Source: an optimization exercise on an open RTL-to-GDS flow (aim: small area). Production flows keep margins and buffers that such runs may drop.
In this exercise RTL edits were held to simulation tests only and were not proved equivalent to the original.
No activity file was given, so power comes from the tool's default toggle rates.

==> inputs of nickel <==
// mem_controller
module mem_controller #(
  parameter DATA_WIDTH  =  8,
  parameter READ_FLAG_LENGTH   = 6,
  parameter READ_REQ_ACT_FLAG = 9'b000_000_111,
  parameter READ_REQ_ACT = 9'b000_000_001,
  parameter ADDR_WIDTH = 4,
  parameter PARALLEL_WIDTH = DATA_WIDTH * 9 , 
  parameter SHIFT_WIDTH = DATA_WIDTH*3,
  parameter NUM_BLOCK = ( 16 / 3 + 1 ) * ( 16 / 3 + 1 ), 
  parameter BLOCK_ADDR_WIDTH = (
(NUM_BLOCK) <= (1<<0) ? 0 : (NUM_BLOCK) <= (1<<1) ? 1 :
(NUM_BLOCK) <= (1<<2) ? 2 : (NUM_BLOCK) <= (1<<3) ? 3 :
(NUM_BLOCK) <= (1<<4) ? 4 : (NUM_BLOCK) <= (1<<5) ? 5 :
(NUM_BLOCK) <= (1<<6) ? 6 : (NUM_BLOCK) <= (1<<7) ? 7 :
(NUM_BLOCK) <= (1<<8) ? 8 : (NUM_BLOCK) <= (1<<9) ? 9 :
(NUM_BLOCK) <= (1<<10) ? 10 : (NUM_BLOCK) <= (1<<11) ? 11 :
(NUM_BLOCK) <= (1<<12) ? 12 : (NUM_BLOCK) <= (1<<13) ? 13 :
(NUM_BLOCK) <= (1<<14) ? 14 : (NUM_BLOCK) <= (1<<15) ? 15 :
(NUM_BLOCK) <= (1<<16) ? 16 : (NUM_BLOCK) <= (1<<17) ? 17 :
(NUM_BLOCK) <= (1<<18) ? 18 : (NUM_BLOCK) <= (1<<19) ? 19 :
(NUM_BLOCK) <= (1<<20) ? 20 : (NUM_BLOCK) <= (1<<21) ? 21 :
(NUM_BLOCK) <= (1<<22) ? 22 : (NUM_BLOCK) <= (1<<23) ? 23 :
(NUM_BLOCK) <= (1<<24) ? 24 : (NUM_BLOCK) <= (1<<25) ? 25 :
(NUM_BLOCK) <= (1<<26) ? 26 : (NUM_BLOCK) <= (1<<27) ? 27 :
(NUM_BLOCK) <= (1<<28) ? 28 : (NUM_BLOCK) <= (1<<29) ? 29 :
(NUM_BLOCK) <= (1<<30) ? 30 : (NUM_BLOCK) <= (1<<31) ? 31 : 32) 
)(
	input	wire	                        clk,     
	input	wire	                        reset,   
  input                               wr_req_pflag,   
  input                               wr_data_pflag0,        
  input                               wr_data_pflag1,
  input                               wr_data_pflag2,
  input                               wr_data_pflag3,
  input                               wr_data_pflag4,
  input                               wr_data_pflag5,
  input                               wr_data_pflag6,
  input                               wr_data_pflag7,
  input                               wr_data_pflag8,
  input                               wr_req_p,
  input [ DATA_WIDTH       - 1 : 0 ]  wr_data_p0,        
  input [ DATA_WIDTH       - 1 : 0 ]  wr_data_p1,
  input [ DATA_WIDTH       - 1 : 0 ]  wr_data_p2,
  input [ DATA_WIDTH       - 1 : 0 ]  wr_data_p3,
  input [ DATA_WIDTH       - 1 : 0 ]  wr_data_p4,
  input [ DATA_WIDTH       - 1 : 0 ]  wr_data_p5,
  input [ DATA_WIDTH       - 1 : 0 ]  wr_data_p6,
  input [ DATA_WIDTH       - 1 : 0 ]  wr_data_p7,
  input [ DATA_WIDTH       - 1 : 0 ]  wr_data_p8,
  input                               wr_req_sflag,
  input [ 16        - 1 : 0 ]  wr_data_sflag,
  input                               wr_req_s,
  input [ DATA_WIDTH       - 1 : 0 ]  wr_data_s,
  input                               mode,   
  input                               start,
  output reg                          en,
  output [ PARALLEL_WIDTH   - 1 : 0 ] parallel_out,
  output [ DATA_WIDTH       - 1 : 0 ] serial_out,
  output [ 4 - 1 : 0 ] act_index,
  output [ 2 - 1 : 0 ] wei_index,  
  output [ 4     : 0 ] row_index,
  output [ 4 - 1 : 0 ] row_val_num,  
  output                              zero_flag,   
  input  [ 4 - 1 : 0 ] cnt,
  input                               row_finish_done_0,  
  input                               row_finish_done_1,   
  input                               row_cal_done
);
make LEC_CHECK=0 CAP_MARGIN=20 CORE_MARGIN=2 CORE_UTILIZATION=65 CTS_BUF_LIST=sky130_fd_sc_hd__clkbuf_16 CTS_CLUSTER_DIAMETER=60 CTS_CLUSTER_SIZE=24 PLACE_DENSITY=0.75 SLEW_MARGIN=20 SYNTH_HIERARCHICAL=1 finish   # period 10.0 ns
run.sh (not shown) runs the stock make flow with config.mk's settings and CLKGATE_MAP_FILE= SYNTH_SCRIPT=/design/flow/synth_recipe.tcl, a recipe that flattens the netlist after the stock synthesis.
==> inputs of delta, as changes to nickel <==
--- a/flow/design.v
+++ b/flow/design.v
@@ -646,15 +646,15 @@
       integer we;
       always @(posedge clk) begin : proc_m
         for (we = 0; we < 64; we = we + 1)
           if (col_wsel[we])
             m[ 8*we +: 8 ] <= wr_data_p[gv_i];
       end
       wire rq = rd_req_act[gv_i];
-      wire [ 7 : 0 ] hi = {8{rq}} & ( 8'd1 << ra[5:3] );
+      wire [ 7 : 0 ] hi = 8'd1 << ra[5:3];
       wire [ 7 : 0 ] lo = 8'd1 << ra[2:0];
       wire [ 63 : 0 ] sel;
       for (gv_e = 0; gv_e < 64; gv_e = gv_e + 1) begin : g_sel
         assign sel[gv_e] = hi[gv_e/8] & lo[gv_e%8];
       end
       wire [ 7 : 0 ] r;
       for (gv_b = 0; gv_b < 8; gv_b = gv_b + 1) begin : g_bit
@@ -667,16 +667,18 @@
       always @(posedge clk) begin : proc_rd
         if (reset)
           ra <= 0;
         else if (rq && col_rd_en)
           ra <= ra + 1;
         if (reset)
           q <= 0;
-        else if (rq || mode == 1)
+        else if (rq)
           q <= r;
+        else if (mode == 1)
+          q <= 0;
       end
       assign rd_data_p[gv_i] = q;
     end
   endgenerate
   wire [ DATA_WIDTH -1 : 0 ] serial_in;
   reg   [ 4  - 1 : 0 ] column_parallel_index;
   always @(posedge clk) begin : proc_column_parallel_index
@@ -722,29 +724,33 @@
  always @(posedge clk ) begin : proc_parallel_loaded
    if(reset)
      parallel_loaded <= 0;
    else if ( (mode == 1 ) && ( en || row_index_count_3) )
      parallel_loaded <= 1;
  end
   wire [ 4 : 0 ] par_off = act_index_base + wei_index_d;
-  wire [ 14 : 0 ] par_sel = {15{parallel_loaded}} & ( 15'd1 << par_off );
+  wire [ 14 : 0 ] par_sel = {15{parallel_loaded & mode}} & ( 15'd1 << par_off );
+  function integer par_map ( input integer k );
+    case (k)
+      0: par_map = 6; 1: par_map = 3; 2: par_map = 0;
+      3: par_map = 7; 4: par_map = 4; 5: par_map = 1;
+      6: par_map = 8; 7: par_map = 5; default: par_map = 2;
+    endcase
+  endfunction
   genvar gv_w, gv_x;
   generate
     for (gv_w = 0; gv_w < 72; gv_w = gv_w + 1) begin : par_w
-      wire [ 14 : 0 ] d;
+      wire [ 15 : 0 ] d;
       for (gv_x = 0; gv_x < 15; gv_x = gv_x + 1) begin : par_d
-        assign d[gv_x] = parallel_array[ 24*gv_x + gv_w ];
+        assign d[gv_x] = parallel_array[ 24*gv_x + 8*par_map(gv_w/8) + gv_w%8 ];
       end
-      sel_or #( .N(15) ) u ( .d(d), .s(par_sel), .y(parallel_out_wire[gv_w]) );
+      assign d[15] = serial_array_full[gv_w];
+      sel_or #( .N(16) ) u ( .d(d), .s({ ~mode, par_sel }), .y(parallel_out[gv_w]) );
     end
   endgenerate
-  assign parallel_out = (mode == 1)? { parallel_out_wire [23:16], parallel_out_wire [47:40], parallel_out_wire [71:64],
-                                       parallel_out_wire [15:8 ], parallel_out_wire [39:32], parallel_out_wire [63:56],
-                                       parallel_out_wire [7 :0 ], parallel_out_wire [31:24], parallel_out_wire [55:48] } 
-                                    : serial_array_full;
 wire [ 2 * 3    - 1 : 0 ] valid_row;
   reg [ 4       - 1 : 0 ] rd_addr_sflag;
   reg [4 -1 : 0 ]rd_addr_d;
   reg [4 -1 : 0 ]wr_addr;
   wire [16 - 1 : 0 ]flag_array;
   reg                        start_on_d;  
   wire [ 2 - 1 : 0 ] valid_row0;
@@ -974,35 +980,66 @@
       end
     end
     flag_serial_d <= flag_serial;
     finish_wei_d <= finish_wei;
     finish_wei_dd <= finish_wei_d;
   end
   reg [ DATA_WIDTH - 1: 0 ] serial_out_reg;
-  assign serial_out = ( mode == 1)? serial_out_reg : serial_in;
+  wire [ 15 : 0 ] cpi_sel = {16{~mode}} & ( 16'd1 << column_parallel_index );
+  genvar gv_so, gv_sc;
+  generate
+    for (gv_so = 0; gv_so < 8; gv_so = gv_so + 1) begin : so_b
+      wire [ 9 : 0 ] d;
+      for (gv_sc = 0; gv_sc < 9; gv_sc = gv_sc + 1) begin : so_d
+        assign d[gv_sc] = rd_data_p[gv_sc][gv_so];
+      end
+      assign d[9] = serial_out_reg[gv_so];
+      sel_or #( .N(10) ) u ( .d(d), .s({ mode, cpi_sel[8:0] }), .y(serial_out[gv_so]) );
+    end
+  endgenerate
   always @(posedge clk) begin : proc_serial_out
     if(reset) begin
       serial_out_reg   <= 0;
     end else if(mode ==1 ) begin
         begin
           serial_out_reg <= ( i < 3 ) ? serial_array[ DATA_WIDTH* i +:DATA_WIDTH ] : 0;  
         end
     end else if ( mode == 0 ) begin
     end
   end
+  wire [ 15 : 0 ] ca_sel = 16'd1 << count_array;
+  wire [ 23 : 0 ] serial_array_sl;
+  wire [ 5 : 0 ] wei_index_array_sl;
+  genvar gv_sa, gv_sk;
+  generate
+    for (gv_sa = 0; gv_sa < 24; gv_sa = gv_sa + 1) begin : sa_b
+      wire [ (71 - gv_sa)/8 : 0 ] d;
+      for (gv_sk = 0; gv_sk <= (71 - gv_sa)/8; gv_sk = gv_sk + 1) begin : sa_d
+        assign d[gv_sk] = serial_array_full[ 8*gv_sk + gv_sa ];
+      end
+      sel_or #( .N((71 - gv_sa)/8 + 1) ) u ( .d(d), .s(ca_sel[ (71 - gv_sa)/8 : 0 ]), .y(serial_array_sl[gv_sa]) );
+    end
+    for (gv_sa = 0; gv_sa < 6; gv_sa = gv_sa + 1) begin : wa_b
+      wire [ (17 - gv_sa)/2 : 0 ] d;
+      for (gv_sk = 0; gv_sk <= (17 - gv_sa)/2; gv_sk = gv_sk + 1) begin : wa_d
+        assign d[gv_sk] = wei_index_array_full[ 2*gv_sk + gv_sa ];
+      end
+      sel_or #( .N((17 - gv_sa)/2 + 1) ) u ( .d(d), .s(ca_sel[ (17 - gv_sa)/2 : 0 ]), .y(wei_index_array_sl[gv_sa]) );
+    end
+  endgenerate
   always @(posedge clk) begin : proc_wei_index_array  
     if(reset) begin
       j <= 0;
       row_val_num_a<= 0;
       wei_index_array<= 0;
       serial_array <= 0;
     end else if ( mode == 1 && (en || row_cal_done)  ) begin 
       row_val_num_a <= ( j <= 4 ) ? valid_row[ j  +: 2 ] : 2'b00;  
-      wei_index_array <= wei_index_array_full_pad[ 2 *count_array +: 2 * 3 ];  
-      serial_array <= serial_array_full_pad[ DATA_WIDTH * count_array +: DATA_WIDTH * 3 ]; 
+      wei_index_array <= wei_index_array_sl;
+      serial_array <= serial_array_sl;
       if( en || ( {2'b00, j} < {row_val_num_a, 1'b0} ) )
         j <= j + 2;
       else
         j <= 0;
     end else if ( mode == 0 && state == WAIT) begin  
       row_val_num_a <= valid_row;
     end
@@ -1036,29 +1073,22 @@
     end
   end
   assign wei_index = (mode == 1)? ( i < 3 ? wei_index_array[2*i +: 2] : 2'b00 ) : valid_index_dd;  
 endmodule
 module sel_aoi3 ( input [ 2 : 0 ] d, input [ 2 : 0 ] s, output y );
   assign y = ~|( d & s );
 endmodule
-module sel_aoi2 ( input [ 1 : 0 ] d, input [ 1 : 0 ] s, output y );
-  assign y = ~|( d & s );
-endmodule
 module sel_or #( parameter N = 3 ) ( input [ N - 1 : 0 ] d, input [ N - 1 : 0 ] s, output y );
-  localparam N3 = ( N % 3 == 1 && N > 1 ) ? ( N - 4 ) / 3 : N / 3;
-  localparam N2 = ( N - 3*N3 == 4 ) ? 2 : ( N - 3*N3 == 2 ) ? 1 : 0;
-  localparam N1 = N - 3*N3 - 2*N2;
-  wire [ N3 + N2 + N1 - 1 : 0 ] t;
+  localparam N3 = N / 3;
+  localparam NR = N - 3*N3;
+  wire [ N3 + NR - 1 : 0 ] t;
   genvar g;
   generate
     for (g = 0; g < N3; g = g + 1) begin : g3
       sel_aoi3 u ( .d(d[3*g +: 3]), .s(s[3*g +: 3]), .y(t[g]) );
     end
-    for (g = 0; g < N2; g = g + 1) begin : g2
-      sel_aoi2 u ( .d(d[3*N3 + 2*g +: 2]), .s(s[3*N3 + 2*g +: 2]), .y(t[N3 + g]) );
-    end
-    if (N1 == 1) begin : g1
-      assign t[N3 + N2] = ~( d[N-1] & s[N-1] );
+    for (g = 0; g < NR; g = g + 1) begin : g1
+      assign t[N3 + g] = ~( d[3*N3 + g] & s[3*N3 + g] );
     end
   endgenerate
   assign y = ~&t;
 endmodule
Settings changed: CORE_UTILIZATION 65 to 50, CTS_BUF_LIST sky130_fd_sc_hd__clkbuf_16 to sky130_fd_sc_hd__clkbuf_8, CTS_CLUSTER_DIAMETER 60 to 40, CTS_CLUSTER_SIZE 24 to 18, PLACE_DENSITY 0.75 to 0.65.
==> inputs of cedar, as changes to nickel <==
--- a/flow/design.v
+++ b/flow/design.v
@@ -646,15 +646,15 @@
       integer we;
       always @(posedge clk) begin : proc_m
         for (we = 0; we < 64; we = we + 1)
           if (col_wsel[we])
             m[ 8*we +: 8 ] <= wr_data_p[gv_i];
       end
       wire rq = rd_req_act[gv_i];
-      wire [ 7 : 0 ] hi = {8{rq}} & ( 8'd1 << ra[5:3] );
+      wire [ 7 : 0 ] hi = 8'd1 << ra[5:3];
       wire [ 7 : 0 ] lo = 8'd1 << ra[2:0];
       wire [ 63 : 0 ] sel;
       for (gv_e = 0; gv_e < 64; gv_e = gv_e + 1) begin : g_sel
         assign sel[gv_e] = hi[gv_e/8] & lo[gv_e%8];
       end
       wire [ 7 : 0 ] r;
       for (gv_b = 0; gv_b < 8; gv_b = gv_b + 1) begin : g_bit
@@ -667,16 +667,18 @@
       always @(posedge clk) begin : proc_rd
         if (reset)
           ra <= 0;
         else if (rq && col_rd_en)
           ra <= ra + 1;
         if (reset)
           q <= 0;
-        else if (rq || mode == 1)
+        else if (rq)
           q <= r;
+        else if (mode == 1)
+          q <= 0;
       end
       assign rd_data_p[gv_i] = q;
     end
   endgenerate
   wire [ DATA_WIDTH -1 : 0 ] serial_in;
   reg   [ 4  - 1 : 0 ] column_parallel_index;
   always @(posedge clk) begin : proc_column_parallel_index
@@ -722,29 +724,33 @@
  always @(posedge clk ) begin : proc_parallel_loaded
    if(reset)
      parallel_loaded <= 0;
    else if ( (mode == 1 ) && ( en || row_index_count_3) )
      parallel_loaded <= 1;
  end
   wire [ 4 : 0 ] par_off = act_index_base + wei_index_d;
-  wire [ 14 : 0 ] par_sel = {15{parallel_loaded}} & ( 15'd1 << par_off );
+  wire [ 14 : 0 ] par_sel = {15{parallel_loaded & mode}} & ( 15'd1 << par_off );
+  function integer par_map ( input integer k );
+    case (k)
+      0: par_map = 6; 1: par_map = 3; 2: par_map = 0;
+      3: par_map = 7; 4: par_map = 4; 5: par_map = 1;
+      6: par_map = 8; 7: par_map = 5; default: par_map = 2;
+    endcase
+  endfunction
   genvar gv_w, gv_x;
   generate
     for (gv_w = 0; gv_w < 72; gv_w = gv_w + 1) begin : par_w
-      wire [ 14 : 0 ] d;
+      wire [ 15 : 0 ] d;
       for (gv_x = 0; gv_x < 15; gv_x = gv_x + 1) begin : par_d
-        assign d[gv_x] = parallel_array[ 24*gv_x + gv_w ];
+        assign d[gv_x] = parallel_array[ 24*gv_x + 8*par_map(gv_w/8) + gv_w%8 ];
       end
-      sel_or #( .N(15) ) u ( .d(d), .s(par_sel), .y(parallel_out_wire[gv_w]) );
+      assign d[15] = serial_array_full[gv_w];
+      sel_or #( .N(16) ) u ( .d(d), .s({ ~mode, par_sel }), .y(parallel_out[gv_w]) );
     end
   endgenerate
-  assign parallel_out = (mode == 1)? { parallel_out_wire [23:16], parallel_out_wire [47:40], parallel_out_wire [71:64],
-                                       parallel_out_wire [15:8 ], parallel_out_wire [39:32], parallel_out_wire [63:56],
-                                       parallel_out_wire [7 :0 ], parallel_out_wire [31:24], parallel_out_wire [55:48] } 
-                                    : serial_array_full;
 wire [ 2 * 3    - 1 : 0 ] valid_row;
   reg [ 4       - 1 : 0 ] rd_addr_sflag;
   reg [4 -1 : 0 ]rd_addr_d;
   reg [4 -1 : 0 ]wr_addr;
   wire [16 - 1 : 0 ]flag_array;
   reg                        start_on_d;  
   wire [ 2 - 1 : 0 ] valid_row0;
@@ -974,35 +980,66 @@
       end
     end
     flag_serial_d <= flag_serial;
     finish_wei_d <= finish_wei;
     finish_wei_dd <= finish_wei_d;
   end
   reg [ DATA_WIDTH - 1: 0 ] serial_out_reg;
-  assign serial_out = ( mode == 1)? serial_out_reg : serial_in;
+  wire [ 15 : 0 ] cpi_sel = {16{~mode}} & ( 16'd1 << column_parallel_index );
+  genvar gv_so, gv_sc;
+  generate
+    for (gv_so = 0; gv_so < 8; gv_so = gv_so + 1) begin : so_b
+      wire [ 9 : 0 ] d;
+      for (gv_sc = 0; gv_sc < 9; gv_sc = gv_sc + 1) begin : so_d
+        assign d[gv_sc] = rd_data_p[gv_sc][gv_so];
+      end
+      assign d[9] = serial_out_reg[gv_so];
+      sel_or #( .N(10) ) u ( .d(d), .s({ mode, cpi_sel[8:0] }), .y(serial_out[gv_so]) );
+    end
+  endgenerate
   always @(posedge clk) begin : proc_serial_out
     if(reset) begin
       serial_out_reg   <= 0;
     end else if(mode ==1 ) begin
         begin
           serial_out_reg <= ( i < 3 ) ? serial_array[ DATA_WIDTH* i +:DATA_WIDTH ] : 0;  
         end
     end else if ( mode == 0 ) begin
     end
   end
+  wire [ 15 : 0 ] ca_sel = 16'd1 << count_array;
+  wire [ 23 : 0 ] serial_array_sl;
+  wire [ 5 : 0 ] wei_index_array_sl;
+  genvar gv_sa, gv_sk;
+  generate
+    for (gv_sa = 0; gv_sa < 24; gv_sa = gv_sa + 1) begin : sa_b
+      wire [ (71 - gv_sa)/8 : 0 ] d;
+      for (gv_sk = 0; gv_sk <= (71 - gv_sa)/8; gv_sk = gv_sk + 1) begin : sa_d
+        assign d[gv_sk] = serial_array_full[ 8*gv_sk + gv_sa ];
+      end
+      sel_or #( .N((71 - gv_sa)/8 + 1) ) u ( .d(d), .s(ca_sel[ (71 - gv_sa)/8 : 0 ]), .y(serial_array_sl[gv_sa]) );
+    end
+    for (gv_sa = 0; gv_sa < 6; gv_sa = gv_sa + 1) begin : wa_b
+      wire [ (17 - gv_sa)/2 : 0 ] d;
+      for (gv_sk = 0; gv_sk <= (17 - gv_sa)/2; gv_sk = gv_sk + 1) begin : wa_d
+        assign d[gv_sk] = wei_index_array_full[ 2*gv_sk + gv_sa ];
+      end
+      sel_or #( .N((17 - gv_sa)/2 + 1) ) u ( .d(d), .s(ca_sel[ (17 - gv_sa)/2 : 0 ]), .y(wei_index_array_sl[gv_sa]) );
+    end
+  endgenerate
   always @(posedge clk) begin : proc_wei_index_array  
     if(reset) begin
       j <= 0;
       row_val_num_a<= 0;
       wei_index_array<= 0;
       serial_array <= 0;
     end else if ( mode == 1 && (en || row_cal_done)  ) begin 
       row_val_num_a <= ( j <= 4 ) ? valid_row[ j  +: 2 ] : 2'b00;  
-      wei_index_array <= wei_index_array_full_pad[ 2 *count_array +: 2 * 3 ];  
-      serial_array <= serial_array_full_pad[ DATA_WIDTH * count_array +: DATA_WIDTH * 3 ]; 
+      wei_index_array <= wei_index_array_sl;
+      serial_array <= serial_array_sl;
       if( en || ( {2'b00, j} < {row_val_num_a, 1'b0} ) )
         j <= j + 2;
       else
         j <= 0;
     end else if ( mode == 0 && state == WAIT) begin  
       row_val_num_a <= valid_row;
     end
@@ -1036,29 +1073,22 @@
     end
   end
   assign wei_index = (mode == 1)? ( i < 3 ? wei_index_array[2*i +: 2] : 2'b00 ) : valid_index_dd;  
 endmodule
 module sel_aoi3 ( input [ 2 : 0 ] d, input [ 2 : 0 ] s, output y );
   assign y = ~|( d & s );
 endmodule
-module sel_aoi2 ( input [ 1 : 0 ] d, input [ 1 : 0 ] s, output y );
-  assign y = ~|( d & s );
-endmodule
 module sel_or #( parameter N = 3 ) ( input [ N - 1 : 0 ] d, input [ N - 1 : 0 ] s, output y );
-  localparam N3 = ( N % 3 == 1 && N > 1 ) ? ( N - 4 ) / 3 : N / 3;
-  localparam N2 = ( N - 3*N3 == 4 ) ? 2 : ( N - 3*N3 == 2 ) ? 1 : 0;
-  localparam N1 = N - 3*N3 - 2*N2;
-  wire [ N3 + N2 + N1 - 1 : 0 ] t;
+  localparam N3 = N / 3;
+  localparam NR = N - 3*N3;
+  wire [ N3 + NR - 1 : 0 ] t;
   genvar g;
   generate
     for (g = 0; g < N3; g = g + 1) begin : g3
       sel_aoi3 u ( .d(d[3*g +: 3]), .s(s[3*g +: 3]), .y(t[g]) );
     end
-    for (g = 0; g < N2; g = g + 1) begin : g2
-      sel_aoi2 u ( .d(d[3*N3 + 2*g +: 2]), .s(s[3*N3 + 2*g +: 2]), .y(t[N3 + g]) );
-    end
-    if (N1 == 1) begin : g1
-      assign t[N3 + N2] = ~( d[N-1] & s[N-1] );
+    for (g = 0; g < NR; g = g + 1) begin : g1
+      assign t[N3 + g] = ~( d[3*N3 + g] & s[3*N3 + g] );
     end
   endgenerate
   assign y = ~&t;
 endmodule
==> flow/flow/run.sh (new file) <==
#!/bin/bash
# The standard layout (the standard.sh, unchanged synthesis, floorplan,
# placement and routing), except that clock tree synthesis inserts no dummy
# loads. CTS_ARGS replaces the CTS options built from CTS_BUF_LIST,
# CTS_CLUSTER_SIZE and CTS_CLUSTER_DIAMETER, so it repeats them.
set -euo pipefail
CTS="-sink_clustering_enable -repair_clock_nets"
CTS="$CTS -sink_clustering_size ${CLUSTER_SIZE:-18} -sink_clustering_max_diameter ${CLUSTER_DIAMETER:-40}"
CTS="$CTS -buf_list sky130_fd_sc_hd__clkbuf_8 -dont_use_dummy_load"
bash standard.sh "CTS_ARGS=$CTS" finish > standard.log 2>&1
==> flow/standard.sh (new file) <==
#!/bin/bash
# synth_recipe.tcl (not shown) runs the flow's synth.tcl, then flattens the netlist and writes it again
# the make line also repeats each setting of config.mk as NAME=value (left out here)
make -C /OpenROAD-flow-scripts/flow DESIGN_CONFIG=/design/flow/config.mk WORK_HOME=/design/flow/orfs CLKGATE_MAP_FILE= SYNTH_SCRIPT=/design/flow/synth_recipe.tcl "${@:-finish}"
Settings changed: CAP_MARGIN 20 to 10, CORE_UTILIZATION 65 to 50, CTS_BUF_LIST sky130_fd_sc_hd__clkbuf_16 to sky130_fd_sc_hd__clkbuf_8, CTS_CLUSTER_DIAMETER 60 to 40, CTS_CLUSTER_SIZE 24 to 18, PLACE_DENSITY 0.75 to 0.65, SLEW_MARGIN 20 to 10.
removed: flow/run.sh
==> comparison table <==
| quantity | delta | nickel | cedar |
|---|---|---|---|
| Period minus WS final | 9.21 ns | 9.70 ns | 9.03 ns |
| Clock group share of total power | 34.0% | 30.2% | 27.5% |
| Dpl cell area | 264000 um2 | 268000 um2 | 264000 um2 |
| Floorplan die width | 715 um | 631 um | 715 um |
| Mux share of post-synthesis cell area | 1.35% | 1.69% | 1.35% |
| Status | complete, no violations | complete, no violations | finished with violations |
| Violated checks | - | - | max-capacitance violations, max-slew violations |
| Worst VDD drop | 0.723 mV | 0.730 mV | 0.724 mV |
| Transition at the pin with the smallest max-transition slack | 1.28 ns | 1.22 ns | 1.49 ns |
| Final-layout clock buffer total | 753 | 438 | 737 |
| Non-clk invs | 153 | 135 | 153 |
| First-pass GRT wire length | 998000 um | 1010000 um | 993000 um |
| Number of filler instances in the final layout | 38298 | 23082 | 38912 |
| Worst reg2reg path endpoint | parallel_data[8].ra[5] | parallel_data[6].q[5] | parallel_data[8].ra[5] |
| Share of post-route cells with drive strength above 1 | 12.6% | 13.1% | 9.21% |
| Parity-gate share of the synthesized area counting xor and xnor cells | 0.258% | 0.302% | 0.258% |
| Fmax | 109 MHz | 103 MHz | 111 MHz |
| Reg2reg setup slack | 0.79 ns | 0.30 ns | 0.97 ns |
| Share of the yosys chip area belonging to registers | 79.8% | 78.8% | 79.8% |
| Static power due to leakage | 88.3 nW | 89.0 nW | 84.9 nW |
| Clock network power consumption | 20.8 mW | 19.5 mW | 15.3 mW |
| Initial antenna violation count | 43 | 37 | 50 |
| Routability-driven placement congestion ratio | 0.899 | 0.956 | 0.899 |
| Inst Count DP | 20858 | 19861 | 20857 |

-- static timing again, ports no longer ideal --
How much do the figures lean on ideal ports? The routed layouts below were timed once more, with nothing changed but the port constraints. Step 1 (the two cells are an assumption about what drives the block):
set clk [get_ports {clk}]
set_driving_cell -lib_cell sky130_fd_sc_hd__clkbuf_16 $clk
set_driving_cell -lib_cell sky130_fd_sc_hd__buf_2 [delete_from_list [all_inputs] $clk]
Step 2 times the ports against the registers' clock, not the clock port: input delays grow and output delays shrink by t, the midpoint of the rising clock arrivals with the driver on. Slacks: ideal / step 1 / step 2; pairs: ideal / step 1.
run	t, ns	setup slack, ns	worst setup path at the end	clock arrival spread, ns
nickel	1.139	0.298 / 0.298 / 0.298	register to register	0.065 / 0.065
delta	1.424	0.786 / 0.786 / 0.786	register to register	0.149 / 0.148
cedar	1.400	0.972 / 0.972 / 0.972	register to register	0.227 / 0.226
